What follows belongs to an exercise in optimizing a design on an open flow for small area and a short achievable clock period; a production flow would make more cautious choices.
Only simulation tests tie the RTL to the original design; equivalence was not proved.

## flow/flow/run.sh

```bash
#!/bin/bash
# Own layout flow: the standard flow (standard.sh) with three changes:
#  * port buffers are buf_1 (the resizer still upsizes them where timing needs it),
#  * after the standard synthesis, every combinational cell is set to its smallest drive
#    strength, so that the resizer grows only the cells whose timing needs it,
#  * repair_timing aims at the setup slack margin in config.mk as usual.
# Each step's full output goes to a log file in the folder this runs in.
set -euo pipefail
export BUFFER_PORTS_ARGS="-buffer_cell sky130_fd_sc_hd__buf_1"
bash standard.sh synth > run_synth.log 2>&1
R=orfs/results/${FLOW_PLATFORM}/binary_lif_neuron/base
cp $R/1_2_yosys.v run_synth_netlist_orig.v
sed -E -i 's/\b(sky130_fd_sc_hd__(a21oi|a21o|a21boi|a21bo|o21ai|o21a|o21bai|o21ba|mux2|mux2i|nand2|nand2b|nor2|nor2b|and2|and2b|or2|or2b|xor2|xnor2|inv|buf|clkbuf|a222oi|a22oi|a22o|nand3|nor3|and3|or3|a211oi|o211ai|a31oi|o31ai))_[0-9]+\b/\1_1/g' $R/1_2_yosys.v
touch $R/1_2_yosys.v
bash standard.sh > run_layout.log 2>&1
```

## flow/standard.sh

```bash
#!/bin/bash
# synth_recipe.tcl (not shown) runs the flow's synth.tcl, then flattens the netlist and writes it again
# the make line also repeats each setting of config.mk as NAME=value (left out here)
make -C /OpenROAD-flow-scripts/flow DESIGN_CONFIG=/design/flow/config.mk WORK_HOME=/design/flow/orfs CLKGATE_MAP_FILE= SYNTH_SCRIPT=/design/flow/synth_recipe.tcl "${@:-finish}"
```

## flow/config.mk

```make
export PLATFORM = sky130hd
export DESIGN_NAME = binary_lif_neuron
export DESIGN_NICKNAME = binary_lif_neuron
export VERILOG_FILES = /design/flow/design.v
export SDC_FILE = /design/flow/constraint.sdc
export NUM_CORES = 4
export LEC_CHECK = 0
export CAP_MARGIN = 20
export CORE_MARGIN = 2
export CORE_UTILIZATION = 40
export SETUP_SLACK_MARGIN = 3.4
export SLEW_MARGIN = 20
export SYNTH_HIERARCHICAL = 1
```

## flow/constraint.sdc

```tcl
create_clock -name core_clock -period 9.0 [get_ports {clk}]
set_input_delay 1.8000 -clock core_clock [delete_from_list [all_inputs] [get_ports {clk}]]
set_output_delay 1.8000 -clock core_clock [all_outputs]
set_load 0.01 [all_outputs]
```

## flow/design.v

```verilog
`timescale 1ns / 1ps
module binary_lif_neuron #(
    parameter POTENTIAL_WIDTH = 16,
    parameter FRACTION_BITS = 8
) (
    input wire clk,
    input wire reset,
    input wire I,
    input wire [FRACTION_BITS-1:0] lambda_val_scaled,
    input wire [POTENTIAL_WIDTH-1:0] theta_val_scaled,
    input wire [POTENTIAL_WIDTH-1:0] reset_val_scaled,
    output reg S
);
    reg [15:0] P;
    wire x1;
    wire w3;
    wire x5;
    wire w7;
    wire x9;
    wire w11;
    wire x13;
    wire w15;
    wire x17;
    wire w19;
    wire x21;
    wire w23;
    wire x25;
    wire w27;
    wire x29;
    wire w31;
    wire x33;
    wire w35;
    wire x37;
    wire w39;
    wire x41;
    wire w43;
    wire x45;
    wire w47;
    wire x49;
    wire w51;
    wire x53;
    wire w55;
    wire x57;
    wire w59;
    wire i61;
    wire w63;
    wire i65;
    wire w67;
    wire w69;
    wire i71;
    wire w73;
    wire w75;
    wire i77;
    wire w79;
    wire w81;
    wire i83;
    wire w85;
    wire w87;
    wire i89;
    wire w91;
    wire w93;
    wire i95;
    wire w97;
    wire w99;
    wire i101;
    wire w103;
    wire w105;
    wire w107;
    wire w109;
    wire w111;
    wire w113;
    wire w115;
    wire w117;
    wire w119;
    wire w121;
    wire w123;
    wire w125;
    wire w127;
    wire i129;
    wire w131;
    wire i133;
    wire w135;
    wire w137;
    wire w139;
    wire i141;
    wire w143;
    wire w145;
    wire w147;
    wire w149;
    wire w151;
    wire i153;
    wire w155;
    wire w157;
    wire x159;
    wire x161;
    wire x163;
    wire x165;
    wire x167;
    wire x169;
    wire x171;
    wire x173;
    wire x175;
    wire x177;
    wire x179;
    wire x181;
    wire x183;
    wire x185;
    wire x187;
    wire pp189;
    wire pp190;
    wire pp192;
    wire pp194;
    wire pp196;
    wire pp198;
    wire pp200;
    wire pp202;
    wire pp204;
    wire pp206;
    wire pp208;
    wire pp210;
    wire pp212;
    wire pp214;
    wire pp216;
    wire pp218;
    wire pp220;
    wire w221;
    wire x223;
    wire w225;
    wire pp227;
    wire pp228;
    wire pp229;
    wire pp231;
    wire pp233;
    wire pp235;
    wire pp237;
    wire pp239;
    wire pp241;
    wire pp243;
    wire pp245;
    wire pp247;
    wire pp249;
    wire pp251;
    wire pp253;
    wire pp255;
    wire pp257;
    wire pp259;
    wire pp260;
    wire pp261;
    wire pp262;
    wire pp264;
    wire pp266;
    wire pp268;
    wire pp270;
    wire pp272;
    wire pp274;
    wire pp276;
    wire pp278;
    wire pp280;
    wire pp282;
    wire pp284;
    wire pp286;
    wire pp288;
    wire pp290;
    wire pp292;
    wire pp293;
    wire pp294;
    wire pp295;
    wire pp297;
    wire pp299;
    wire pp301;
    wire pp303;
    wire pp305;
    wire pp307;
    wire pp309;
    wire pp311;
    wire pp313;
    wire pp315;
    wire pp317;
    wire pp319;
    wire pp321;
    wire pp323;
    wire pp325;
    wire pp326;
    wire x327;
    wire w329;
    wire s331;
    wire c332;
    wire s334;
    wire c335;
    wire s337;
    wire c338;
    wire s340;
    wire c341;
    wire s343;
    wire c344;
    wire s346;
    wire c347;
    wire s349;
    wire c350;
    wire s352;
    wire c353;
    wire s355;
    wire c356;
    wire s358;
    wire c359;
    wire s361;
    wire c362;
    wire x364;
    wire w366;
    wire x368;
    wire w370;
    wire x372;
    wire w374;
    wire s376;
    wire c377;
    wire s379;
    wire c380;
    wire i382;
    wire s384;
    wire c385;
    wire s387;
    wire c388;
    wire s390;
    wire c391;
    wire s393;
    wire c394;
    wire s396;
    wire c397;
    wire s399;
    wire c400;
    wire s402;
    wire c403;
    wire s405;
    wire c406;
    wire s408;
    wire c409;
    wire s411;
    wire c412;
    wire s414;
    wire c415;
    wire s417;
    wire c418;
    wire i420;
    wire s422;
    wire c423;
    wire i425;
    wire s427;
    wire c428;
    wire x430;
    wire w432;
    wire w434;
    wire w436;
    wire w438;
    wire w440;
    wire w442;
    wire w444;
    wire w446;
    wire w448;
    wire w450;
    wire w452;
    wire w454;
    wire w456;
    wire i458;
    wire w460;
    wire w462;
    wire w464;
    wire w466;
    wire w468;
    wire i470;
    wire w472;
    wire x474;
    wire w476;
    wire x478;
    wire w480;
    wire x482;
    wire w484;
    wire x486;
    wire w488;
    wire x490;
    wire w492;
    wire x494;
    wire w496;
    wire x498;
    wire w500;
    wire x502;
    wire w504;
    wire x506;
    wire w508;
    wire x510;
    wire w512;
    wire x514;
    wire w516;
    wire x518;
    wire w520;
    wire x522;
    wire w524;
    wire x526;
    wire w528;
    wire x530;
    wire w532;
    wire w534;
    wire i536;
    wire w538;
    wire w540;
    wire w542;
    wire w544;
    wire w546;
    wire w548;
    wire w550;
    wire w552;
    wire w554;
    wire w556;
    wire w558;
    wire w560;
    wire w562;
    wire w564;
    wire w566;
    wire i568;
    wire w570;
    wire w572;
    wire i574;
    wire w576;
    wire w578;
    wire w580;
    wire w582;
    wire i584;
    wire w586;
    wire w588;
    wire w590;
    wire w592;
    wire i594;
    wire w596;
    wire w598;
    wire w600;
    wire w602;
    wire w604;
    wire i606;
    wire w608;
    wire w610;
    wire w612;
    wire w614;
    wire w616;
    wire i618;
    wire w620;
    wire w622;
    wire w624;
    wire w626;
    wire w628;
    wire w630;
    wire i632;
    wire w634;
    wire w636;
    wire w638;
    wire w640;
    wire w642;
    wire w644;
    wire w646;
    wire w648;
    wire x650;
    wire x652;
    wire x654;
    wire x656;
    wire x658;
    wire x660;
    wire x662;
    wire x664;
    wire x666;
    wire x668;
    wire x670;
    wire x672;
    wire x674;
    wire x676;
    wire x678;
    wire x680;
    wire s682;
    wire c683;
    wire s685;
    wire c686;
    wire s688;
    wire c689;
    wire s691;
    wire c692;
    wire s694;
    wire c695;
    wire s697;
    wire c698;
    wire s700;
    wire c701;
    wire s703;
    wire c704;
    wire s706;
    wire c707;
    wire s709;
    wire c710;
    wire s712;
    wire c713;
    wire s715;
    wire c716;
    wire s718;
    wire c719;
    wire s721;
    wire c722;
    wire i724;
    wire s726;
    wire c727;
    wire x729;
    wire w731;
    wire i733;
    wire fg735;
    wire fp736;
    wire fg739;
    wire fp740;
    wire fg743;
    wire fp744;
    wire fg747;
    wire fp748;
    wire fg751;
    wire fp752;
    wire fg755;
    wire fp756;
    wire fg759;
    wire fp760;
    wire fg763;
    wire fp764;
    wire fg767;
    wire fp768;
    wire fg771;
    wire fp772;
    wire fg775;
    wire fp776;
    wire fg779;
    wire fp780;
    wire fg783;
    wire fp784;
    wire fg787;
    wire fp788;
    wire fg791;
    wire fp792;
    wire fg795;
    wire fp796;
    wire i799;
    wire i801;
    wire fz803;
    wire w805;
    wire w807;
    wire w809;
    wire w811;
    wire w813;
    wire w815;
    wire w817;
    wire w819;
    wire w821;
    wire w823;
    wire w825;
    wire w827;
    wire w829;
    wire w831;
    wire w833;
    wire w835;
    wire w837;
    wire w839;
    wire w841;
    wire w843;
    wire w845;
    wire w847;
    wire w849;
    wire w851;
    wire w853;
    wire w855;
    wire i857;
    wire i859;
    lif_xor2 u2 (.a(P[1]), .b(P[0]), .y(x1));
    lif_g0 u4 (.i0(P[1]), .i1(P[0]), .y(w3));
    lif_xor2 u6 (.a(P[2]), .b(P[1]), .y(x5));
    lif_g0 u8 (.i0(P[2]), .i1(P[1]), .y(w7));
    lif_xor2 u10 (.a(P[3]), .b(P[2]), .y(x9));
    lif_g0 u12 (.i0(P[3]), .i1(P[2]), .y(w11));
    lif_xor2 u14 (.a(P[4]), .b(P[3]), .y(x13));
    lif_g0 u16 (.i0(P[4]), .i1(P[3]), .y(w15));
    lif_xor2 u18 (.a(P[5]), .b(P[4]), .y(x17));
    lif_g0 u20 (.i0(P[5]), .i1(P[4]), .y(w19));
    lif_xor2 u22 (.a(P[6]), .b(P[5]), .y(x21));
    lif_g0 u24 (.i0(P[6]), .i1(P[5]), .y(w23));
    lif_xor2 u26 (.a(P[7]), .b(P[6]), .y(x25));
    lif_g0 u28 (.i0(P[7]), .i1(P[6]), .y(w27));
    lif_xor2 u30 (.a(P[8]), .b(P[7]), .y(x29));
    lif_g0 u32 (.i0(P[8]), .i1(P[7]), .y(w31));
    lif_xor2 u34 (.a(P[9]), .b(P[8]), .y(x33));
    lif_g0 u36 (.i0(P[9]), .i1(P[8]), .y(w35));
    lif_xor2 u38 (.a(P[10]), .b(P[9]), .y(x37));
    lif_g0 u40 (.i0(P[10]), .i1(P[9]), .y(w39));
    lif_xor2 u42 (.a(P[11]), .b(P[10]), .y(x41));
    lif_g0 u44 (.i0(P[11]), .i1(P[10]), .y(w43));
    lif_xor2 u46 (.a(P[12]), .b(P[11]), .y(x45));
    lif_g0 u48 (.i0(P[12]), .i1(P[11]), .y(w47));
    lif_xor2 u50 (.a(P[13]), .b(P[12]), .y(x49));
    lif_g0 u52 (.i0(P[13]), .i1(P[12]), .y(w51));
    lif_xor2 u54 (.a(P[14]), .b(P[13]), .y(x53));
    lif_g0 u56 (.i0(P[14]), .i1(P[13]), .y(w55));
    lif_xor2 u58 (.a(P[15]), .b(P[14]), .y(x57));
    lif_g0 u60 (.i0(P[15]), .i1(P[14]), .y(w59));
    lif_inv u62 (.a(w3), .y(i61));
    lif_g1 u64 (.i0(w7), .i1(x5), .i2(i61), .y(w63));
    lif_inv u66 (.a(w11), .y(i65));
    lif_g1 u68 (.i0(w15), .i1(x13), .i2(i65), .y(w67));
    lif_g0 u70 (.i0(x13), .i1(x9), .y(w69));
    lif_inv u72 (.a(w19), .y(i71));
    lif_g1 u74 (.i0(w23), .i1(x21), .i2(i71), .y(w73));
    lif_g0 u76 (.i0(x21), .i1(x17), .y(w75));
    lif_inv u78 (.a(w27), .y(i77));
    lif_g1 u80 (.i0(w31), .i1(x29), .i2(i77), .y(w79));
    lif_g0 u82 (.i0(x29), .i1(x25), .y(w81));
    lif_inv u84 (.a(w35), .y(i83));
    lif_g1 u86 (.i0(w39), .i1(x37), .i2(i83), .y(w85));
    lif_g0 u88 (.i0(x37), .i1(x33), .y(w87));
    lif_inv u90 (.a(w43), .y(i89));
    lif_g1 u92 (.i0(w47), .i1(x45), .i2(i89), .y(w91));
    lif_g0 u94 (.i0(x45), .i1(x41), .y(w93));
    lif_inv u96 (.a(w51), .y(i95));
    lif_g1 u98 (.i0(w55), .i1(x53), .i2(i95), .y(w97));
    lif_g0 u100 (.i0(x53), .i1(x49), .y(w99));
    lif_inv u102 (.a(w59), .y(i101));
    lif_g2 u104 (.i0(1'b0), .i1(P[15]), .i2(i101), .y(w103));
    lif_g0 u106 (.i0(P[15]), .i1(x57), .y(w105));
    lif_g3 u108 (.i0(w67), .i1(w69), .i2(w63), .y(w107));
    lif_g3 u110 (.i0(w79), .i1(w81), .i2(w73), .y(w109));
    lif_g4 u112 (.i0(w81), .i1(w75), .y(w111));
    lif_g3 u114 (.i0(w91), .i1(w93), .i2(w85), .y(w113));
    lif_g4 u116 (.i0(w93), .i1(w87), .y(w115));
    lif_g3 u118 (.i0(w103), .i1(w105), .i2(w97), .y(w117));
    lif_g4 u120 (.i0(w105), .i1(w99), .y(w119));
    lif_g2 u122 (.i0(w109), .i1(w111), .i2(w107), .y(w121));
    lif_g2 u124 (.i0(w117), .i1(w119), .i2(w113), .y(w123));
    lif_g0 u126 (.i0(w119), .i1(w115), .y(w125));
    lif_g3 u128 (.i0(w123), .i1(w125), .i2(w121), .y(w127));
    lif_inv u130 (.a(w121), .y(i129));
    lif_g2 u132 (.i0(w113), .i1(w115), .i2(i129), .y(w131));
    lif_inv u134 (.a(w107), .y(i133));
    lif_g3 u136 (.i0(w73), .i1(w75), .i2(i133), .y(w135));
    lif_g3 u138 (.i0(w85), .i1(w87), .i2(w121), .y(w137));
    lif_g3 u140 (.i0(w97), .i1(w99), .i2(w131), .y(w139));
    lif_inv u142 (.a(w63), .y(i141));
    lif_g1 u144 (.i0(w11), .i1(x9), .i2(i141), .y(w143));
    lif_g1 u146 (.i0(w19), .i1(x17), .i2(w107), .y(w145));
    lif_g1 u148 (.i0(w27), .i1(x25), .i2(w135), .y(w147));
    lif_g1 u150 (.i0(w35), .i1(x33), .i2(i129), .y(w149));
    lif_g1 u152 (.i0(w43), .i1(x41), .i2(w137), .y(w151));
    lif_inv u154 (.a(w131), .y(i153));
    lif_g1 u156 (.i0(w51), .i1(x49), .i2(i153), .y(w155));
    lif_g1 u158 (.i0(w59), .i1(x57), .i2(w139), .y(w157));
    lif_xnor2 u160 (.a(x5), .b(w3), .y(x159));
    lif_xnor2 u162 (.a(x9), .b(w63), .y(x161));
    lif_xnor2 u164 (.a(x13), .b(w143), .y(x163));
    lif_xor2 u166 (.a(x17), .b(w107), .y(x165));
    lif_xnor2 u168 (.a(x21), .b(w145), .y(x167));
    lif_xor2 u170 (.a(x25), .b(w135), .y(x169));
    lif_xnor2 u172 (.a(x29), .b(w147), .y(x171));
    lif_xnor2 u174 (.a(x33), .b(w121), .y(x173));
    lif_xnor2 u176 (.a(x37), .b(w149), .y(x175));
    lif_xor2 u178 (.a(x41), .b(w137), .y(x177));
    lif_xnor2 u180 (.a(x45), .b(w151), .y(x179));
    lif_xnor2 u182 (.a(x49), .b(w131), .y(x181));
    lif_xnor2 u184 (.a(x53), .b(w155), .y(x183));
    lif_xor2 u186 (.a(x57), .b(w139), .y(x185));
    lif_xnor2 u188 (.a(P[15]), .b(w157), .y(x187));
    wire [17:0] P3 = {w127, x187, x185, x183, x181, x179, x177, x175, x173, x171, x169, x167, x165, x163, x161, x159, x1, P[0]};
    wire [17:0] P1 = {2'b00, P};
    wire [17:0] P2 = {1'b0, P, 1'b0};
    wire s0_0 = ~lambda_val_scaled[0] & ~lambda_val_scaled[1];
    wire s1_0 =  lambda_val_scaled[0] & ~lambda_val_scaled[1];
    wire s2_0 = ~lambda_val_scaled[0] &  lambda_val_scaled[1];
    wire s3_0 =  lambda_val_scaled[0] &  lambda_val_scaled[1];
    assign pp189 = ~((P1[0] & s1_0) | (P3[0] & s3_0));
    lif_sel u191 (.a(P1[1]), .b(P2[1]), .c(P3[1]), .sa(s1_0), .sb(s2_0), .sc(s3_0), .yn(pp190));
    lif_sel u193 (.a(P1[2]), .b(P2[2]), .c(P3[2]), .sa(s1_0), .sb(s2_0), .sc(s3_0), .yn(pp192));
    lif_sel u195 (.a(P1[3]), .b(P2[3]), .c(P3[3]), .sa(s1_0), .sb(s2_0), .sc(s3_0), .yn(pp194));
    lif_sel u197 (.a(P1[4]), .b(P2[4]), .c(P3[4]), .sa(s1_0), .sb(s2_0), .sc(s3_0), .yn(pp196));
    lif_sel u199 (.a(P1[5]), .b(P2[5]), .c(P3[5]), .sa(s1_0), .sb(s2_0), .sc(s3_0), .yn(pp198));
    lif_sel u201 (.a(P1[6]), .b(P2[6]), .c(P3[6]), .sa(s1_0), .sb(s2_0), .sc(s3_0), .yn(pp200));
    lif_sel u203 (.a(P1[7]), .b(P2[7]), .c(P3[7]), .sa(s1_0), .sb(s2_0), .sc(s3_0), .yn(pp202));
    lif_sel u205 (.a(P1[8]), .b(P2[8]), .c(P3[8]), .sa(s1_0), .sb(s2_0), .sc(s3_0), .yn(pp204));
    lif_sel u207 (.a(P1[9]), .b(P2[9]), .c(P3[9]), .sa(s1_0), .sb(s2_0), .sc(s3_0), .yn(pp206));
    lif_sel u209 (.a(P1[10]), .b(P2[10]), .c(P3[10]), .sa(s1_0), .sb(s2_0), .sc(s3_0), .yn(pp208));
    lif_sel u211 (.a(P1[11]), .b(P2[11]), .c(P3[11]), .sa(s1_0), .sb(s2_0), .sc(s3_0), .yn(pp210));
    lif_sel u213 (.a(P1[12]), .b(P2[12]), .c(P3[12]), .sa(s1_0), .sb(s2_0), .sc(s3_0), .yn(pp212));
    lif_sel u215 (.a(P1[13]), .b(P2[13]), .c(P3[13]), .sa(s1_0), .sb(s2_0), .sc(s3_0), .yn(pp214));
    lif_sel u217 (.a(P1[14]), .b(P2[14]), .c(P3[14]), .sa(s1_0), .sb(s2_0), .sc(s3_0), .yn(pp216));
    lif_sel u219 (.a(P1[15]), .b(P2[15]), .c(P3[15]), .sa(s1_0), .sb(s2_0), .sc(s3_0), .yn(pp218));
    lif_g5 u222 (.i0(s2_0), .i1(P2[16]), .i2(s3_0), .i3(P3[16]), .y(w221));
    lif_xor2 u224 (.a(w221), .b(I), .y(x223));
    lif_g6 u226 (.i0(s3_0), .i1(P3[17]), .i2(w221), .i3(I), .y(w225));
    wire s0_1 = ~lambda_val_scaled[2] & ~lambda_val_scaled[3];
    wire s1_1 =  lambda_val_scaled[2] & ~lambda_val_scaled[3];
    wire s2_1 = ~lambda_val_scaled[2] &  lambda_val_scaled[3];
    wire s3_1 =  lambda_val_scaled[2] &  lambda_val_scaled[3];
    assign pp228 = ~((P1[0] & s1_1) | (P3[0] & s3_1));
    lif_sel u230 (.a(P1[1]), .b(P2[1]), .c(P3[1]), .sa(s1_1), .sb(s2_1), .sc(s3_1), .yn(pp229));
    lif_sel u232 (.a(P1[2]), .b(P2[2]), .c(P3[2]), .sa(s1_1), .sb(s2_1), .sc(s3_1), .yn(pp231));
    lif_sel u234 (.a(P1[3]), .b(P2[3]), .c(P3[3]), .sa(s1_1), .sb(s2_1), .sc(s3_1), .yn(pp233));
    lif_sel u236 (.a(P1[4]), .b(P2[4]), .c(P3[4]), .sa(s1_1), .sb(s2_1), .sc(s3_1), .yn(pp235));
    lif_sel u238 (.a(P1[5]), .b(P2[5]), .c(P3[5]), .sa(s1_1), .sb(s2_1), .sc(s3_1), .yn(pp237));
    lif_sel u240 (.a(P1[6]), .b(P2[6]), .c(P3[6]), .sa(s1_1), .sb(s2_1), .sc(s3_1), .yn(pp239));
    lif_sel u242 (.a(P1[7]), .b(P2[7]), .c(P3[7]), .sa(s1_1), .sb(s2_1), .sc(s3_1), .yn(pp241));
    lif_sel u244 (.a(P1[8]), .b(P2[8]), .c(P3[8]), .sa(s1_1), .sb(s2_1), .sc(s3_1), .yn(pp243));
    lif_sel u246 (.a(P1[9]), .b(P2[9]), .c(P3[9]), .sa(s1_1), .sb(s2_1), .sc(s3_1), .yn(pp245));
    lif_sel u248 (.a(P1[10]), .b(P2[10]), .c(P3[10]), .sa(s1_1), .sb(s2_1), .sc(s3_1), .yn(pp247));
    lif_sel u250 (.a(P1[11]), .b(P2[11]), .c(P3[11]), .sa(s1_1), .sb(s2_1), .sc(s3_1), .yn(pp249));
    lif_sel u252 (.a(P1[12]), .b(P2[12]), .c(P3[12]), .sa(s1_1), .sb(s2_1), .sc(s3_1), .yn(pp251));
    lif_sel u254 (.a(P1[13]), .b(P2[13]), .c(P3[13]), .sa(s1_1), .sb(s2_1), .sc(s3_1), .yn(pp253));
    lif_sel u256 (.a(P1[14]), .b(P2[14]), .c(P3[14]), .sa(s1_1), .sb(s2_1), .sc(s3_1), .yn(pp255));
    lif_sel u258 (.a(P1[15]), .b(P2[15]), .c(P3[15]), .sa(s1_1), .sb(s2_1), .sc(s3_1), .yn(pp257));
    assign pp259 = ~((P2[16] & s2_1) | (P3[16] & s3_1));
    assign pp260 = ~((P3[17] & s3_1));
    wire s0_2 = ~lambda_val_scaled[4] & ~lambda_val_scaled[5];
    wire s1_2 =  lambda_val_scaled[4] & ~lambda_val_scaled[5];
    wire s2_2 = ~lambda_val_scaled[4] &  lambda_val_scaled[5];
    wire s3_2 =  lambda_val_scaled[4] &  lambda_val_scaled[5];
    assign pp261 = ~((P1[0] & s1_2) | (P3[0] & s3_2));
    lif_sel u263 (.a(P1[1]), .b(P2[1]), .c(P3[1]), .sa(s1_2), .sb(s2_2), .sc(s3_2), .yn(pp262));
    lif_sel u265 (.a(P1[2]), .b(P2[2]), .c(P3[2]), .sa(s1_2), .sb(s2_2), .sc(s3_2), .yn(pp264));
    lif_sel u267 (.a(P1[3]), .b(P2[3]), .c(P3[3]), .sa(s1_2), .sb(s2_2), .sc(s3_2), .yn(pp266));
    lif_sel u269 (.a(P1[4]), .b(P2[4]), .c(P3[4]), .sa(s1_2), .sb(s2_2), .sc(s3_2), .yn(pp268));
    lif_sel u271 (.a(P1[5]), .b(P2[5]), .c(P3[5]), .sa(s1_2), .sb(s2_2), .sc(s3_2), .yn(pp270));
    lif_sel u273 (.a(P1[6]), .b(P2[6]), .c(P3[6]), .sa(s1_2), .sb(s2_2), .sc(s3_2), .yn(pp272));
    lif_sel u275 (.a(P1[7]), .b(P2[7]), .c(P3[7]), .sa(s1_2), .sb(s2_2), .sc(s3_2), .yn(pp274));
    lif_sel u277 (.a(P1[8]), .b(P2[8]), .c(P3[8]), .sa(s1_2), .sb(s2_2), .sc(s3_2), .yn(pp276));
    lif_sel u279 (.a(P1[9]), .b(P2[9]), .c(P3[9]), .sa(s1_2), .sb(s2_2), .sc(s3_2), .yn(pp278));
    lif_sel u281 (.a(P1[10]), .b(P2[10]), .c(P3[10]), .sa(s1_2), .sb(s2_2), .sc(s3_2), .yn(pp280));
    lif_sel u283 (.a(P1[11]), .b(P2[11]), .c(P3[11]), .sa(s1_2), .sb(s2_2), .sc(s3_2), .yn(pp282));
    lif_sel u285 (.a(P1[12]), .b(P2[12]), .c(P3[12]), .sa(s1_2), .sb(s2_2), .sc(s3_2), .yn(pp284));
    lif_sel u287 (.a(P1[13]), .b(P2[13]), .c(P3[13]), .sa(s1_2), .sb(s2_2), .sc(s3_2), .yn(pp286));
    lif_sel u289 (.a(P1[14]), .b(P2[14]), .c(P3[14]), .sa(s1_2), .sb(s2_2), .sc(s3_2), .yn(pp288));
    lif_sel u291 (.a(P1[15]), .b(P2[15]), .c(P3[15]), .sa(s1_2), .sb(s2_2), .sc(s3_2), .yn(pp290));
    assign pp292 = ~((P2[16] & s2_2) | (P3[16] & s3_2));
    assign pp293 = ~((P3[17] & s3_2));
    wire s0_3 = ~lambda_val_scaled[6] & ~lambda_val_scaled[7];
    wire s1_3 =  lambda_val_scaled[6] & ~lambda_val_scaled[7];
    wire s2_3 = ~lambda_val_scaled[6] &  lambda_val_scaled[7];
    wire s3_3 =  lambda_val_scaled[6] &  lambda_val_scaled[7];
    assign pp294 = ~((P1[0] & s1_3) | (P3[0] & s3_3));
    lif_sel u296 (.a(P1[1]), .b(P2[1]), .c(P3[1]), .sa(s1_3), .sb(s2_3), .sc(s3_3), .yn(pp295));
    lif_sel u298 (.a(P1[2]), .b(P2[2]), .c(P3[2]), .sa(s1_3), .sb(s2_3), .sc(s3_3), .yn(pp297));
    lif_sel u300 (.a(P1[3]), .b(P2[3]), .c(P3[3]), .sa(s1_3), .sb(s2_3), .sc(s3_3), .yn(pp299));
    lif_sel u302 (.a(P1[4]), .b(P2[4]), .c(P3[4]), .sa(s1_3), .sb(s2_3), .sc(s3_3), .yn(pp301));
    lif_sel u304 (.a(P1[5]), .b(P2[5]), .c(P3[5]), .sa(s1_3), .sb(s2_3), .sc(s3_3), .yn(pp303));
    lif_sel u306 (.a(P1[6]), .b(P2[6]), .c(P3[6]), .sa(s1_3), .sb(s2_3), .sc(s3_3), .yn(pp305));
    lif_sel u308 (.a(P1[7]), .b(P2[7]), .c(P3[7]), .sa(s1_3), .sb(s2_3), .sc(s3_3), .yn(pp307));
    lif_sel u310 (.a(P1[8]), .b(P2[8]), .c(P3[8]), .sa(s1_3), .sb(s2_3), .sc(s3_3), .yn(pp309));
    lif_sel u312 (.a(P1[9]), .b(P2[9]), .c(P3[9]), .sa(s1_3), .sb(s2_3), .sc(s3_3), .yn(pp311));
    lif_sel u314 (.a(P1[10]), .b(P2[10]), .c(P3[10]), .sa(s1_3), .sb(s2_3), .sc(s3_3), .yn(pp313));
    lif_sel u316 (.a(P1[11]), .b(P2[11]), .c(P3[11]), .sa(s1_3), .sb(s2_3), .sc(s3_3), .yn(pp315));
    lif_sel u318 (.a(P1[12]), .b(P2[12]), .c(P3[12]), .sa(s1_3), .sb(s2_3), .sc(s3_3), .yn(pp317));
    lif_sel u320 (.a(P1[13]), .b(P2[13]), .c(P3[13]), .sa(s1_3), .sb(s2_3), .sc(s3_3), .yn(pp319));
    lif_sel u322 (.a(P1[14]), .b(P2[14]), .c(P3[14]), .sa(s1_3), .sb(s2_3), .sc(s3_3), .yn(pp321));
    lif_sel u324 (.a(P1[15]), .b(P2[15]), .c(P3[15]), .sa(s1_3), .sb(s2_3), .sc(s3_3), .yn(pp323));
    assign pp325 = ~((P2[16] & s2_3) | (P3[16] & s3_3));
    assign pp326 = ~((P3[17] & s3_3));
    lif_xnor2 u328 (.a(pp200), .b(pp235), .y(x327));
    lif_g4 u330 (.i0(pp200), .i1(pp235), .y(w329));
    lif_fa u333 (.a(pp202), .b(pp237), .c(pp266), .s(s331), .co(c332));
    lif_fa u336 (.a(pp204), .b(pp239), .c(pp268), .s(s334), .co(c335));
    lif_fa u339 (.a(pp206), .b(pp241), .c(pp270), .s(s337), .co(c338));
    lif_fa u342 (.a(pp208), .b(pp243), .c(pp272), .s(s340), .co(c341));
    lif_fa u345 (.a(pp210), .b(pp245), .c(pp274), .s(s343), .co(c344));
    lif_fa u348 (.a(pp212), .b(pp247), .c(pp276), .s(s346), .co(c347));
    lif_fa u351 (.a(pp214), .b(pp249), .c(pp278), .s(s349), .co(c350));
    lif_fa u354 (.a(pp216), .b(pp251), .c(pp280), .s(s352), .co(c353));
    lif_fa u357 (.a(pp218), .b(pp253), .c(pp282), .s(s355), .co(c356));
    lif_fa u360 (.a(pp255), .b(pp284), .c(pp313), .s(s358), .co(c359));
    lif_fa u363 (.a(pp257), .b(pp286), .c(pp315), .s(s361), .co(c362));
    lif_xnor2 u365 (.a(pp259), .b(pp288), .y(x364));
    lif_g4 u367 (.i0(pp259), .i1(pp288), .y(w366));
    lif_xnor2 u369 (.a(pp260), .b(pp290), .y(x368));
    lif_g4 u371 (.i0(pp260), .i1(pp290), .y(w370));
    lif_xnor2 u373 (.a(pp196), .b(pp231), .y(x372));
    lif_g4 u375 (.i0(pp196), .i1(pp231), .y(w374));
    lif_fa u378 (.a(pp198), .b(pp233), .c(pp262), .s(s376), .co(c377));
    lif_fa u381 (.a(pp264), .b(pp294), .c(x327), .s(s379), .co(c380));
    lif_inv u383 (.a(w329), .y(i382));
    lif_fa u386 (.a(pp295), .b(i382), .c(s331), .s(s384), .co(c385));
    lif_fa u389 (.a(pp297), .b(c332), .c(s334), .s(s387), .co(c388));
    lif_fa u392 (.a(pp299), .b(c335), .c(s337), .s(s390), .co(c391));
    lif_fa u395 (.a(pp301), .b(c338), .c(s340), .s(s393), .co(c394));
    lif_fa u398 (.a(pp303), .b(c341), .c(s343), .s(s396), .co(c397));
    lif_fa u401 (.a(pp305), .b(c344), .c(s346), .s(s399), .co(c400));
    lif_fa u404 (.a(pp307), .b(c347), .c(s349), .s(s402), .co(c403));
    lif_fa u407 (.a(pp309), .b(c350), .c(s352), .s(s405), .co(c406));
    lif_fa u410 (.a(pp311), .b(c353), .c(s355), .s(s408), .co(c409));
    lif_fa u413 (.a(x223), .b(c356), .c(s358), .s(s411), .co(c412));
    lif_fa u416 (.a(w225), .b(c359), .c(s361), .s(s414), .co(c415));
    lif_fa u419 (.a(pp317), .b(x364), .c(c362), .s(s417), .co(c418));
    lif_inv u421 (.a(w366), .y(i420));
    lif_fa u424 (.a(pp319), .b(i420), .c(x368), .s(s422), .co(c423));
    lif_inv u426 (.a(w370), .y(i425));
    lif_fa u429 (.a(pp292), .b(pp321), .c(i425), .s(s427), .co(c428));
    lif_xnor2 u431 (.a(pp293), .b(pp323), .y(x430));
    lif_g4 u433 (.i0(pp293), .i1(pp323), .y(w432));
    lif_g4 u435 (.i0(pp192), .i1(pp228), .y(w434));
    lif_g4 u437 (.i0(pp194), .i1(pp229), .y(w436));
    lif_g7 u439 (.i0(pp194), .i1(pp229), .y(w438));
    lif_g4 u441 (.i0(pp261), .i1(x372), .y(w440));
    lif_g7 u443 (.i0(pp261), .i1(x372), .y(w442));
    lif_g8 u445 (.i0(s376), .i1(w374), .y(w444));
    lif_g9 u447 (.i0(s376), .i1(w374), .y(w446));
    lif_g4 u449 (.i0(s379), .i1(c377), .y(w448));
    lif_g7 u451 (.i0(s379), .i1(c377), .y(w450));
    lif_g4 u453 (.i0(s384), .i1(c380), .y(w452));
    lif_g7 u455 (.i0(s384), .i1(c380), .y(w454));
    lif_g2 u457 (.i0(w436), .i1(w438), .i2(w434), .y(w456));
    lif_inv u459 (.a(w440), .y(i458));
    lif_g3 u461 (.i0(w444), .i1(w446), .i2(i458), .y(w460));
    lif_g8 u463 (.i0(w446), .i1(w442), .y(w462));
    lif_g2 u465 (.i0(w452), .i1(w454), .i2(w448), .y(w464));
    lif_g0 u467 (.i0(w454), .i1(w450), .y(w466));
    lif_g10 u469 (.i0(w460), .i1(w462), .i2(w456), .y(w468));
    lif_inv u471 (.a(w468), .y(i470));
    lif_g3 u473 (.i0(w464), .i1(w466), .i2(i470), .y(w472));
    lif_xor2 u475 (.a(s387), .b(c385), .y(x474));
    lif_g4 u477 (.i0(s387), .i1(c385), .y(w476));
    lif_xor2 u479 (.a(s390), .b(c388), .y(x478));
    lif_g4 u481 (.i0(s390), .i1(c388), .y(w480));
    lif_xor2 u483 (.a(s393), .b(c391), .y(x482));
    lif_g4 u485 (.i0(s393), .i1(c391), .y(w484));
    lif_xor2 u487 (.a(s396), .b(c394), .y(x486));
    lif_g4 u489 (.i0(s396), .i1(c394), .y(w488));
    lif_xor2 u491 (.a(s399), .b(c397), .y(x490));
    lif_g4 u493 (.i0(s399), .i1(c397), .y(w492));
    lif_xor2 u495 (.a(s402), .b(c400), .y(x494));
    lif_g4 u497 (.i0(s402), .i1(c400), .y(w496));
    lif_xor2 u499 (.a(s405), .b(c403), .y(x498));
    lif_g4 u501 (.i0(s405), .i1(c403), .y(w500));
    lif_xor2 u503 (.a(s408), .b(c406), .y(x502));
    lif_g4 u505 (.i0(s408), .i1(c406), .y(w504));
    lif_xor2 u507 (.a(s411), .b(c409), .y(x506));
    lif_g4 u509 (.i0(s411), .i1(c409), .y(w508));
    lif_xor2 u511 (.a(s414), .b(c412), .y(x510));
    lif_g4 u513 (.i0(s414), .i1(c412), .y(w512));
    lif_xor2 u515 (.a(s417), .b(c415), .y(x514));
    lif_g4 u517 (.i0(s417), .i1(c415), .y(w516));
    lif_xor2 u519 (.a(s422), .b(c418), .y(x518));
    lif_g4 u521 (.i0(s422), .i1(c418), .y(w520));
    lif_xor2 u523 (.a(s427), .b(c423), .y(x522));
    lif_g4 u525 (.i0(s427), .i1(c423), .y(w524));
    lif_xor2 u527 (.a(x430), .b(c428), .y(x526));
    lif_g4 u529 (.i0(x430), .i1(c428), .y(w528));
    lif_xnor2 u531 (.a(pp325), .b(w432), .y(x530));
    lif_g8 u533 (.i0(pp325), .i1(w432), .y(w532));
    lif_g2 u535 (.i0(w476), .i1(x474), .i2(w472), .y(w534));
    lif_inv u537 (.a(w534), .y(i536));
    lif_g2 u539 (.i0(w480), .i1(x478), .i2(i536), .y(w538));
    lif_g2 u541 (.i0(w488), .i1(x486), .i2(w484), .y(w540));
    lif_g0 u543 (.i0(x486), .i1(x482), .y(w542));
    lif_g2 u545 (.i0(w496), .i1(x494), .i2(w492), .y(w544));
    lif_g0 u547 (.i0(x494), .i1(x490), .y(w546));
    lif_g2 u549 (.i0(w504), .i1(x502), .i2(w500), .y(w548));
    lif_g0 u551 (.i0(x502), .i1(x498), .y(w550));
    lif_g2 u553 (.i0(w512), .i1(x510), .i2(w508), .y(w552));
    lif_g0 u555 (.i0(x510), .i1(x506), .y(w554));
    lif_g2 u557 (.i0(w520), .i1(x518), .i2(w516), .y(w556));
    lif_g0 u559 (.i0(x518), .i1(x514), .y(w558));
    lif_g2 u561 (.i0(w528), .i1(x526), .i2(w524), .y(w560));
    lif_g0 u563 (.i0(x526), .i1(x522), .y(w562));
    lif_g10 u565 (.i0(1'b0), .i1(pp326), .i2(w532), .y(w564));
    lif_g8 u567 (.i0(pp326), .i1(x530), .y(w566));
    lif_inv u569 (.a(w538), .y(i568));
    lif_g2 u571 (.i0(w484), .i1(x482), .i2(i568), .y(w570));
    lif_g3 u573 (.i0(w540), .i1(w542), .i2(w538), .y(w572));
    lif_inv u575 (.a(w544), .y(i574));
    lif_g2 u577 (.i0(w500), .i1(x498), .i2(i574), .y(w576));
    lif_g11 u579 (.i0(x498), .i1(w546), .y(w578));
    lif_g3 u581 (.i0(w548), .i1(w550), .i2(w544), .y(w580));
    lif_g4 u583 (.i0(w550), .i1(w546), .y(w582));
    lif_inv u585 (.a(w552), .y(i584));
    lif_g2 u587 (.i0(w516), .i1(x514), .i2(i584), .y(w586));
    lif_g11 u589 (.i0(x514), .i1(w554), .y(w588));
    lif_g3 u591 (.i0(w556), .i1(w558), .i2(w552), .y(w590));
    lif_g4 u593 (.i0(w558), .i1(w554), .y(w592));
    lif_inv u595 (.a(w560), .y(i594));
    lif_g1 u597 (.i0(w532), .i1(x530), .i2(i594), .y(w596));
    lif_g11 u599 (.i0(x530), .i1(w562), .y(w598));
    lif_g10 u601 (.i0(w564), .i1(w566), .i2(w560), .y(w600));
    lif_g4 u603 (.i0(w566), .i1(w562), .y(w602));
    lif_g2 u605 (.i0(w492), .i1(x490), .i2(w572), .y(w604));
    lif_inv u607 (.a(w572), .y(i606));
    lif_g3 u609 (.i0(w544), .i1(w546), .i2(i606), .y(w608));
    lif_g3 u611 (.i0(w576), .i1(w578), .i2(i606), .y(w610));
    lif_g2 u613 (.i0(w580), .i1(w582), .i2(w572), .y(w612));
    lif_g2 u615 (.i0(w524), .i1(x522), .i2(w590), .y(w614));
    lif_g0 u617 (.i0(x522), .i1(w592), .y(w616));
    lif_inv u619 (.a(w590), .y(i618));
    lif_g3 u621 (.i0(w560), .i1(w562), .i2(i618), .y(w620));
    lif_g8 u623 (.i0(w562), .i1(w592), .y(w622));
    lif_g3 u625 (.i0(w596), .i1(w598), .i2(i618), .y(w624));
    lif_g8 u627 (.i0(w598), .i1(w592), .y(w626));
    lif_g2 u629 (.i0(w600), .i1(w602), .i2(w590), .y(w628));
    lif_g0 u631 (.i0(w602), .i1(w592), .y(w630));
    lif_inv u633 (.a(w612), .y(i632));
    lif_g2 u635 (.i0(w508), .i1(x506), .i2(i632), .y(w634));
    lif_g3 u637 (.i0(w552), .i1(w554), .i2(w612), .y(w636));
    lif_g3 u639 (.i0(w586), .i1(w588), .i2(w612), .y(w638));
    lif_g2 u641 (.i0(w590), .i1(w592), .i2(i632), .y(w640));
    lif_g3 u643 (.i0(w614), .i1(w616), .i2(w612), .y(w642));
    lif_g10 u645 (.i0(w620), .i1(w622), .i2(w612), .y(w644));
    lif_g10 u647 (.i0(w624), .i1(w626), .i2(w612), .y(w646));
    lif_g3 u649 (.i0(w628), .i1(w630), .i2(w612), .y(w648));
    lif_xor2 u651 (.a(x474), .b(w472), .y(x650));
    lif_xnor2 u653 (.a(x478), .b(w534), .y(x652));
    lif_xnor2 u655 (.a(x482), .b(w538), .y(x654));
    lif_xnor2 u657 (.a(x486), .b(w570), .y(x656));
    lif_xor2 u659 (.a(x490), .b(w572), .y(x658));
    lif_xnor2 u661 (.a(x494), .b(w604), .y(x660));
    lif_xor2 u663 (.a(x498), .b(w608), .y(x662));
    lif_xor2 u665 (.a(x502), .b(w610), .y(x664));
    lif_xnor2 u667 (.a(x506), .b(w612), .y(x666));
    lif_xnor2 u669 (.a(x510), .b(w634), .y(x668));
    lif_xor2 u671 (.a(x514), .b(w636), .y(x670));
    lif_xor2 u673 (.a(x518), .b(w638), .y(x672));
    lif_xnor2 u675 (.a(x522), .b(w640), .y(x674));
    lif_xor2 u677 (.a(x526), .b(w642), .y(x676));
    lif_xor2 u679 (.a(x530), .b(w644), .y(x678));
    lif_xnor2 u681 (.a(pp326), .b(w646), .y(x680));
    wire [15:0] Pc = {x680, x678, x676, x674, x672, x670, x668, x666, x664, x662, x660, x658, x656, x654, x652, x650};
    lif_fa u684 (.a(s387), .b(c385), .c(theta_val_scaled[0]), .s(s682), .co(c683));
    lif_fa u687 (.a(s390), .b(c388), .c(theta_val_scaled[1]), .s(s685), .co(c686));
    lif_fa u690 (.a(s393), .b(c391), .c(theta_val_scaled[2]), .s(s688), .co(c689));
    lif_fa u693 (.a(s396), .b(c394), .c(theta_val_scaled[3]), .s(s691), .co(c692));
    lif_fa u696 (.a(s399), .b(c397), .c(theta_val_scaled[4]), .s(s694), .co(c695));
    lif_fa u699 (.a(s402), .b(c400), .c(theta_val_scaled[5]), .s(s697), .co(c698));
    lif_fa u702 (.a(s405), .b(c403), .c(theta_val_scaled[6]), .s(s700), .co(c701));
    lif_fa u705 (.a(s408), .b(c406), .c(theta_val_scaled[7]), .s(s703), .co(c704));
    lif_fa u708 (.a(s411), .b(c409), .c(theta_val_scaled[8]), .s(s706), .co(c707));
    lif_fa u711 (.a(s414), .b(c412), .c(theta_val_scaled[9]), .s(s709), .co(c710));
    lif_fa u714 (.a(s417), .b(c415), .c(theta_val_scaled[10]), .s(s712), .co(c713));
    lif_fa u717 (.a(s422), .b(c418), .c(theta_val_scaled[11]), .s(s715), .co(c716));
    lif_fa u720 (.a(s427), .b(c423), .c(theta_val_scaled[12]), .s(s718), .co(c719));
    lif_fa u723 (.a(x430), .b(c428), .c(theta_val_scaled[13]), .s(s721), .co(c722));
    lif_inv u725 (.a(w432), .y(i724));
    lif_fa u728 (.a(pp325), .b(i724), .c(theta_val_scaled[14]), .s(s726), .co(c727));
    lif_xnor2 u730 (.a(pp326), .b(theta_val_scaled[15]), .y(x729));
    lif_g4 u732 (.i0(pp326), .i1(theta_val_scaled[15]), .y(w731));
    lif_inv u734 (.a(w472), .y(i733));
    lif_nor2 u737 (.a(s682), .b(i733), .y(fg735));
    lif_nand2 u738 (.a(s682), .b(i733), .y(fp736));
    lif_nor2 u741 (.a(s685), .b(c683), .y(fg739));
    lif_nand2 u742 (.a(s685), .b(c683), .y(fp740));
    lif_nor2 u745 (.a(s688), .b(c686), .y(fg743));
    lif_nand2 u746 (.a(s688), .b(c686), .y(fp744));
    lif_nor2 u749 (.a(s691), .b(c689), .y(fg747));
    lif_nand2 u750 (.a(s691), .b(c689), .y(fp748));
    lif_nor2 u753 (.a(s694), .b(c692), .y(fg751));
    lif_nand2 u754 (.a(s694), .b(c692), .y(fp752));
    lif_nor2 u757 (.a(s697), .b(c695), .y(fg755));
    lif_nand2 u758 (.a(s697), .b(c695), .y(fp756));
    lif_nor2 u761 (.a(s700), .b(c698), .y(fg759));
    lif_nand2 u762 (.a(s700), .b(c698), .y(fp760));
    lif_nor2 u765 (.a(s703), .b(c701), .y(fg763));
    lif_nand2 u766 (.a(s703), .b(c701), .y(fp764));
    lif_nor2 u769 (.a(s706), .b(c704), .y(fg767));
    lif_nand2 u770 (.a(s706), .b(c704), .y(fp768));
    lif_nor2 u773 (.a(s709), .b(c707), .y(fg771));
    lif_nand2 u774 (.a(s709), .b(c707), .y(fp772));
    lif_nor2 u777 (.a(s712), .b(c710), .y(fg775));
    lif_nand2 u778 (.a(s712), .b(c710), .y(fp776));
    lif_nor2 u781 (.a(s715), .b(c713), .y(fg779));
    lif_nand2 u782 (.a(s715), .b(c713), .y(fp780));
    lif_nor2 u785 (.a(s718), .b(c716), .y(fg783));
    lif_nand2 u786 (.a(s718), .b(c716), .y(fp784));
    lif_nor2 u789 (.a(s721), .b(c719), .y(fg787));
    lif_nand2 u790 (.a(s721), .b(c719), .y(fp788));
    lif_nor2 u793 (.a(s726), .b(c722), .y(fg791));
    lif_nand2 u794 (.a(s726), .b(c722), .y(fp792));
    lif_nor2 u797 (.a(x729), .b(c727), .y(fg795));
    lif_nand2 u798 (.a(x729), .b(c727), .y(fp796));
    lif_inv u800 (.a(fg735), .y(i799));
    lif_inv u802 (.a(fp736), .y(i801));
    lif_nand2 u804 (.a(i799), .b(i801), .y(fz803));
    lif_g2 u806 (.i0(fg739), .i1(fp740), .i2(fz803), .y(w805));
    lif_g2 u808 (.i0(fg747), .i1(fp748), .i2(fg743), .y(w807));
    lif_g0 u810 (.i0(fp748), .i1(fp744), .y(w809));
    lif_g2 u812 (.i0(fg755), .i1(fp756), .i2(fg751), .y(w811));
    lif_g0 u814 (.i0(fp756), .i1(fp752), .y(w813));
    lif_g2 u816 (.i0(fg763), .i1(fp764), .i2(fg759), .y(w815));
    lif_g0 u818 (.i0(fp764), .i1(fp760), .y(w817));
    lif_g2 u820 (.i0(fg771), .i1(fp772), .i2(fg767), .y(w819));
    lif_g0 u822 (.i0(fp772), .i1(fp768), .y(w821));
    lif_g2 u824 (.i0(fg779), .i1(fp780), .i2(fg775), .y(w823));
    lif_g0 u826 (.i0(fp780), .i1(fp776), .y(w825));
    lif_g2 u828 (.i0(fg787), .i1(fp788), .i2(fg783), .y(w827));
    lif_g0 u830 (.i0(fp788), .i1(fp784), .y(w829));
    lif_g2 u832 (.i0(fg795), .i1(fp796), .i2(fg791), .y(w831));
    lif_g0 u834 (.i0(fp796), .i1(fp792), .y(w833));
    lif_g3 u836 (.i0(w807), .i1(w809), .i2(w805), .y(w835));
    lif_g3 u838 (.i0(w815), .i1(w817), .i2(w811), .y(w837));
    lif_g4 u840 (.i0(w817), .i1(w813), .y(w839));
    lif_g3 u842 (.i0(w823), .i1(w825), .i2(w819), .y(w841));
    lif_g4 u844 (.i0(w825), .i1(w821), .y(w843));
    lif_g3 u846 (.i0(w831), .i1(w833), .i2(w827), .y(w845));
    lif_g4 u848 (.i0(w833), .i1(w829), .y(w847));
    lif_g2 u850 (.i0(w837), .i1(w839), .i2(w835), .y(w849));
    lif_g2 u852 (.i0(w845), .i1(w847), .i2(w841), .y(w851));
    lif_g0 u854 (.i0(w847), .i1(w843), .y(w853));
    lif_g3 u856 (.i0(w851), .i1(w853), .i2(w849), .y(w855));
    lif_inv u858 (.a(w855), .y(i857));
    lif_inv u860 (.a(w731), .y(i859));
    wire spike = ~(i857 & i859);
    always @(posedge clk or posedge reset) begin
        if (reset) begin
            P <= 16'd0;
            S <= 1'b0;
        end else begin
            S <= spike;
            P <= spike ? reset_val_scaled : Pc;
        end
    end
endmodule
module lif_fa (input wire a, input wire b, input wire c, output wire s, output wire co);
    assign s = a ^ b ^ c;
    assign co = (a & b) | (a & c) | (b & c);
endmodule
module lif_ha (input wire a, input wire b, output wire s, output wire co);
    assign s = a ^ b;
    assign co = a & b;
endmodule
module lif_inv (input wire a, output wire y);
    assign y = ~a;
endmodule
module lif_aoi21 (input wire a, input wire b, input wire c, output wire y);
    assign y = ~(a | (b & c));
endmodule
module lif_oai21 (input wire a, input wire b, input wire c, output wire y);
    assign y = ~(a & (b | c));
endmodule
module lif_nand2 (input wire a, input wire b, output wire y);
    assign y = ~(a & b);
endmodule
module lif_nor2 (input wire a, input wire b, output wire y);
    assign y = ~(a | b);
endmodule
module lif_or2 (input wire a, input wire b, output wire y);
    assign y = a | b;
endmodule
module lif_xor2 (input wire a, input wire b, output wire y);
    assign y = a ^ b;
endmodule
module lif_xnor2 (input wire a, input wire b, output wire y);
    assign y = ~(a ^ b);
endmodule
module lif_geq (input wire a, input wire b, output wire g, output wire p);
    assign g = a & ~b;
    assign p = a | ~b;
endmodule
module lif_sel (input wire a, input wire b, input wire c, input wire sa, input wire sb,
                input wire sc, output wire yn);
    assign yn = ~((a & sa) | (b & sb) | (c & sc));
endmodule
module lif_g0 (input wire i0, input wire i1, output wire y);
    assign y = ~((i0 & i1));
endmodule
module lif_g1 (input wire i0, input wire i1, input wire i2, output wire y);
    assign y = ~((~i0 | (i1 & i2)));
endmodule
module lif_g2 (input wire i0, input wire i1, input wire i2, output wire y);
    assign y = ~((i0 | (i1 & i2)));
endmodule
module lif_g3 (input wire i0, input wire i1, input wire i2, output wire y);
    assign y = (~i0 | (~i1 & ~i2));
endmodule
module lif_g4 (input wire i0, input wire i1, output wire y);
    assign y = (~i0 & ~i1);
endmodule
module lif_g5 (input wire i0, input wire i1, input wire i2, input wire i3, output wire y);
    assign y = ~(((i0 & i1) | (i2 & i3)));
endmodule
module lif_g6 (input wire i0, input wire i1, input wire i2, input wire i3, output wire y);
    assign y = ~(((i0 & i1) | (~i2 & i3)));
endmodule
module lif_g7 (input wire i0, input wire i1, output wire y);
    assign y = (~i0 | ~i1);
endmodule
module lif_g8 (input wire i0, input wire i1, output wire y);
    assign y = ~((~i0 & i1));
endmodule
module lif_g9 (input wire i0, input wire i1, output wire y);
    assign y = ~((~i0 | i1));
endmodule
module lif_g10 (input wire i0, input wire i1, input wire i2, output wire y);
    assign y = (i0 | (~i1 & ~i2));
endmodule
module lif_g11 (input wire i0, input wire i1, output wire y);
    assign y = ~((i0 & ~i1));
endmodule
```

==> results of run 1 <==
==> sequential cells by signal, summed over array words and instances (netlist names) <==
name  flops
P        16
S         1
==> per-layer routing <==
layer	track usage (%)	share of wire (%)	up-vias
met5	0	0	-
met4	7.80	2.5	0
met3	3.17	7.1	27
met2	39.6	50	208
met1	29.1	41	1890
li1	-	-	1823
==> metrics by stage <==
stage	cells	setup slack (ps)	instance area (um^2)	util (%)
finish	658	3600	4560	49.3
global route	658	3390	4560	49.3
floorplan	457	3450	3830	-
detailed placement	628	2470	4150	44.9
global placement	628	2200	4150	44.9
CTS	632	3410	4280	46.4
==> timing repair <==
item | in CTS | in global routing
endpoints found under the setup margin | 17 | 17
hold buffers | 0 | 0
endpoints found under the hold margin | 0 | 0
gates resized for setup | 25 | 22
buffers inserted | 0 | 26
pin swaps | 5 | 21
==> final cells by class <==
type	count	area, um^2	area share [%]
Sequential cell	17	435	9.55
Timing Repair Buffer	69	369	8.10
Inverter	33	124	2.72
Clock buffer	3	41.3	0.906
Tap cell	129	161	3.54
Clock inverter	1	7.51	0.165
Multi-Input combinational cell	406	3420	75.0
==> critical path: cells and delay by family <==
kind	cells	cell delay, ps
fa+ha+maj	3	1500
compound gates	5	940
simple gates	4	530
buf+inv	4	440
mux	1	340
==> final timing paths <==
path / startpoint / end / slack, ps / cells past startpoint
worst max register to register: P[1] / P[2] / 3660 / 21
min in group asynchronous: reset / P[10] / 1620 / 2
worst min register to register: P[0] / P[0] / 1340 / 8
worst max-delay path: lambda_val_scaled[2] / P[2] / 3600 / 17
worst min-delay path: P[0] / P[0] / 1340 / 8
max in group asynchronous: reset / P[2] / 6850 / 2
==> cells in the final DEF (no fill, tap or decap) <==
master	instances
buf_1	43
buf_12	1
conb_1	1
a222oi_1	59
fa_1	37
nand2_1	69
nor2b_1	1
inv_2	1
a21boi_1	14
a21oi_4	2
xnor2_1	26
and2_4	4
o21bai_1	3
nor2b_4	8
o21ai_2	2
clkinvlp_4	1
a21oi_1	25
mux2_1	19
nand2b_1	8
o21ai_4	1
clkbuf_8	3
a21boi_2	1
dfrtp_2	8
a21oi_2	5
dfrtp_1	9
o21ai_1	22
xor2_1	42
fa_2	5
buf_4	25
a22oi_1	2
nand2_8	1
inv_1	32
nor2_1	49
==> impl_metrics.py, run 1 <==
metrics = {
    "drt": {
        "drtAntennaViolNets": 0,
        "routed-via-count": 3948,
        "routed_wl_um": 11600,
        "via_per_inst": 6.00,
        "drc": 0,
        "dr.pass1.iters": 8,
        "wl_per_cell_um": 17.6,
        "drt_iter0_markers": 650,
    },
    "setup_path": {
        "path_cells": "buf_1 > nor2b_4 > buf_4 > a222oi_1 > fa_1 > fa_2 > fa_1 > nor2_1 > inv_1 > nand2_1 > a21oi_2 > o21ai_2 > a21oi_1 > o21ai_1 > inv_2 > nand2_8 > mux2_1",
        "cpPeakStageDelay_ps": 590,
        "cp.arrival_ps": 5570,
        "critPathKind": "primary input to flop",
        "endpoint_kind": "flop",
        "cp_max_fo": 17,
        "cp-start-kind": "primary input",
        "path_common_cell": "fa_1",
        "cp_slowest_cell": "fa_2",
        "required_ps": 9160,
    },
    "clocking": {
        "cts_num_sinks": 17,
        "path_clk_slew_ps": 90,
        "root_buffer": "clkbuf_8",
        "cts_buffers": 3,
        "clk_latency_ps": 280,
        "tritoncts": "built",
        "htreeDepth": 1,
        "cts_buffer_depth": 2,
    },
    "die": {
        "fp.dieH_um": 102,
        "ios": 44,
        "rows": 35,
        "die_w_um": 102,
        "coreArea_um2": 9240,
        "start_util_pct": 41.2,
        "dieArea_um2": 10300,
    },
    "timing": {
        "slew_headroom_pct": 48.4,
        "setup_violations": 0,
        "finalClockSkew_ps": 1.39,
        "finalMaxSlewViolations": 0,
        "fmaxAchievable_mhz": 185,
        "min_period_over_period_pct": 60.0,
        "fin_tns_setup_ps": 0,
        "period_minus_slack_ps": 5400,
        "finalHoldViolations": 0,
        "rsz0062_at_grt": "no",
        "fin_hold_ws_ps": 1340,
        "worst_slew_pin_slew_ps": 773,
    },
    "final_layout": {
        "area_growth_pct": 19.6,
        "antenna_cells": 0,
        "final.fill_count": 930,
        "drive_above_1_share_pct": 12.9,
        "final_nets": 615,
    },
    "global_route": {
        "grt_max_degree": 18,
        "antenna_found_initial": 0,
        "track_usage_pct": 22.8,
        "grt_pass1_vias": 3877,
        "overflow": 0,
        "grt_pass1_wl_um": 18700,
    },
    "synth": {
        "avgSynthCellArea_um2": 8.34,
        "ys_warn_count": 7,
        "synthCells": 457,
        "synth_area_um2": 3810,
        "synthesis.nets": 542,
    },
    "place": {
        "place_congestion": 0.931,
        "port_buffers": 43,
        "dp_hpwl_um": 8510,
    },
    "min_path": {
        "hp-class": "flop to flop",
    },
    "run": {
        "cap_violations": 0,
    },
    "run_status": {
        "status": "no timing/DRC/antenna violations",
    },
}
==> inputs of run 2 (changes only) <==
--- a/flow/config.mk
+++ b/flow/config.mk
@@ -8,6 +8,6 @@
 export CAP_MARGIN = 20
 export CORE_MARGIN = 2
 export CORE_UTILIZATION = 40
-export SETUP_SLACK_MARGIN = 3.4
+export SETUP_SLACK_MARGIN = 3.0
 export SLEW_MARGIN = 20
 export SYNTH_HIERARCHICAL = 1
==> impl_metrics.py, run 2 <==
metrics = {
    "run_status": {
        "status": "no timing/DRC/antenna violations",
    },
    "timing": {
        "fmaxAchievable_mhz": 175,
        "setup_violations": 0,
        "finalMaxSlewViolations": 0,
        "setup_slack_ps": 3280,
        "worst_slew_pin_slew_ps": 731,
        "finalClockSkew_ps": 6.59,
        "slew_headroom_pct": 51.2,
        "fin_tns_setup_ps": 0,
        "fin_hold_ws_ps": 1310,
        "period_minus_slack_ps": 5720,
        "finalHoldViolations": 0,
        "min_period_over_period_pct": 63.6,
        "rsz0062_at_grt": "no",
    },
    "min_path": {
        "hp-class": "flop to flop",
        "holdCritStartpoint": "P[0]",
        "min_path_cells": 8,
    },
    "clocking": {
        "cts_hold_buf": 0,
        "cts_buffers": 3,
        "root_buffer": "clkbuf_8",
        "path_clk_slew_ps": 90,
        "tritoncts": "built",
        "htreeDepth": 1,
        "cts_buffer_depth": 2,
        "cts_num_sinks": 17,
        "clk_latency_ps": 270,
    },
    "drt": {
        "drt_iter0_markers": 562,
        "via_per_inst": 5.86,
        "routed_wl_um": 10900,
        "dr.pass1.iters": 14,
        "wl_per_cell_um": 17.1,
        "drc": 0,
        "drtAntennaViolNets": 0,
        "routed-via-count": 3733,
    },
    "final_layout": {
        "layout_commonest_cell": "nand2_1",
        "reg_top3": "P x16, S x1",
        "most-common-layout-cells": "nand2_1 (69), a222oi_1 (59), nor2_1 (49), buf_1 (43)",
        "drive_above_1_share_pct": 5.71,
        "fin_area_um2": 4310,
        "regMostFlops": "P",
        "largest_reg_flops": 16,
        "area_growth_pct": 13.0,
        "final_nets": 594,
        "antenna_cells": 0,
    },
    "setup_path": {
        "cp.arrival_ps": 5870,
        "cp-start-kind": "primary input",
        "r2r-start": "P[2]",
        "path_common_cell": "a21oi_1",
        "path_cells": "buf_1 > and2_2 > a222oi_1 > fa_1 > fa_1 > nand2_1 > a21oi_1 > o21ai_1 > a21oi_1 > inv_1 > a21oi_1 > o21ai_2 > a21oi_4 > inv_1 > a21oi_1 > xnor2_1 > mux2_1",
        "critPathKind": "primary input to flop",
        "required_ps": 9150,
        "worst-r2r-cell-count": 21,
        "cpPeakStageDelay_ps": 520,
        "cp-startpoint": "lambda_val_scaled[2]",
        "endpoint_kind": "flop",
        "cp_max_fo": 16,
        "cp_slowest_cell": "fa_1",
    },
    "global_route": {
        "track_usage_pct": 22.1,
        "antenna_found_initial": 0,
        "grt_max_degree": 18,
        "overflow": 0,
        "grt_pass1_wl_um": 18200,
        "grt_pass1_vias": 3759,
    },
    "die": {
        "coreArea_um2": 9240,
        "dieArea_um2": 10300,
        "rows": 35,
        "ios": 44,
        "start_util_pct": 41.2,
        "die_w_um": 102,
        "fp.dieH_um": 102,
    },
    "synth": {
        "avgSynthCellArea_um2": 8.34,
        "ys_warn_count": 7,
        "synth_area_um2": 3810,
        "synthCells": 457,
        "synthesis.nets": 542,
    },
    "place": {
        "port_buffers": 43,
        "place_ws_ps": 2130,
        "dpl_cell_area_um2": 4150,
        "dp_hpwl_um": 8350,
        "place_congestion": 0.846,
    },
    "run": {
        "cap_violations": 0,
    },
}
## run 2: cell type report
type	count	area [um^2]
multi-input combinational	406	3340
timing repair buffer	48	199
inverter	33	124
fill	931	4930
sequential	17	430
tap	129	161
clock buffer	3	41.3
clock inverter	1	5.00
## run 2: per-stage QoR
stage / instances / utilization, %
floorplan: 457 / -
global placement: 630 / 44.9
detailed placement: 630 / 44.9
CTS: 634 / 45.8
global route: 637 / 46.6
finish: 637 / 46.6
## run 2: routing by layer
| metal | wire (um) | track usage (%) | vias up |
|---|---|---|---|
| met5 | 0 | 0 | - |
| li1 | - | - | 1787 |
| met2 | 5380 | 38.6 | 156 |
| met3 | 693 | 2.90 | 22 |
| met1 | 4640 | 28.6 | 1768 |
| met4 | 192 | 6.13 | 0 |
## run 2: repair_timing
item	in CTS	in global routing
gates resized for setup	13	15
setup buffers	0	3
gates cloned	0	0
endpoints found under the setup margin	17	16
pin swaps	1	3
## run 2: path summary, 6_finish.rpt
path / slack (ps) / to
worst min register to register: 1310 / P[0]
worst max register to register: 3420 / P[11]
min in group asynchronous: 1620 / S
worst min-delay path: 1310 / P[0]
max in group asynchronous: 6880 / P[1]
worst max-delay path: 3280 / P[12]
## run 2: worst max-delay path: cells and delay by family
family                     cells  cell delay [ps]
and+or+nand+nor                2              400
buffers and inverters          3              330
AOI/OAI and AO/OA              8             1900
muxes                          1              280
xor gates and xnor gates       1               90
adders and majority gates      2             1020

[separate check: timing with driven ports]
In the flow no input, the clock included, has a driving cell. The finished layouts below were timed again as built, in two steps.
Step 1, drivers: a clkbuf_16 drives clk and a buf_2 each remaining input, both assumed.
Step 2 also shifts input and output timing later by t, the mid clock arrival at the registers, as if the neighbouring blocks saw the same clock.
a / b / c = ideal / step 1 / step 2; a / b = the first two.
| run | t, ns | setup slack, ns | worst register clock-pin slew, ns | pins driven straight from the clock port |
|---|---|---|---|---|
| run 1 | 0.311 | 3.599 / 3.612 / 3.301 | 0.09 / 0.09 | 1 |
| run 2 | 0.297 | 3.280 / 3.292 / 2.995 | 0.09 / 0.09 | 1 |
After both steps every run listed still meets setup and hold. The setup slack of run 1, which loses most, moves by +0.013 ns with the drivers and by -0.298 ns with both steps.
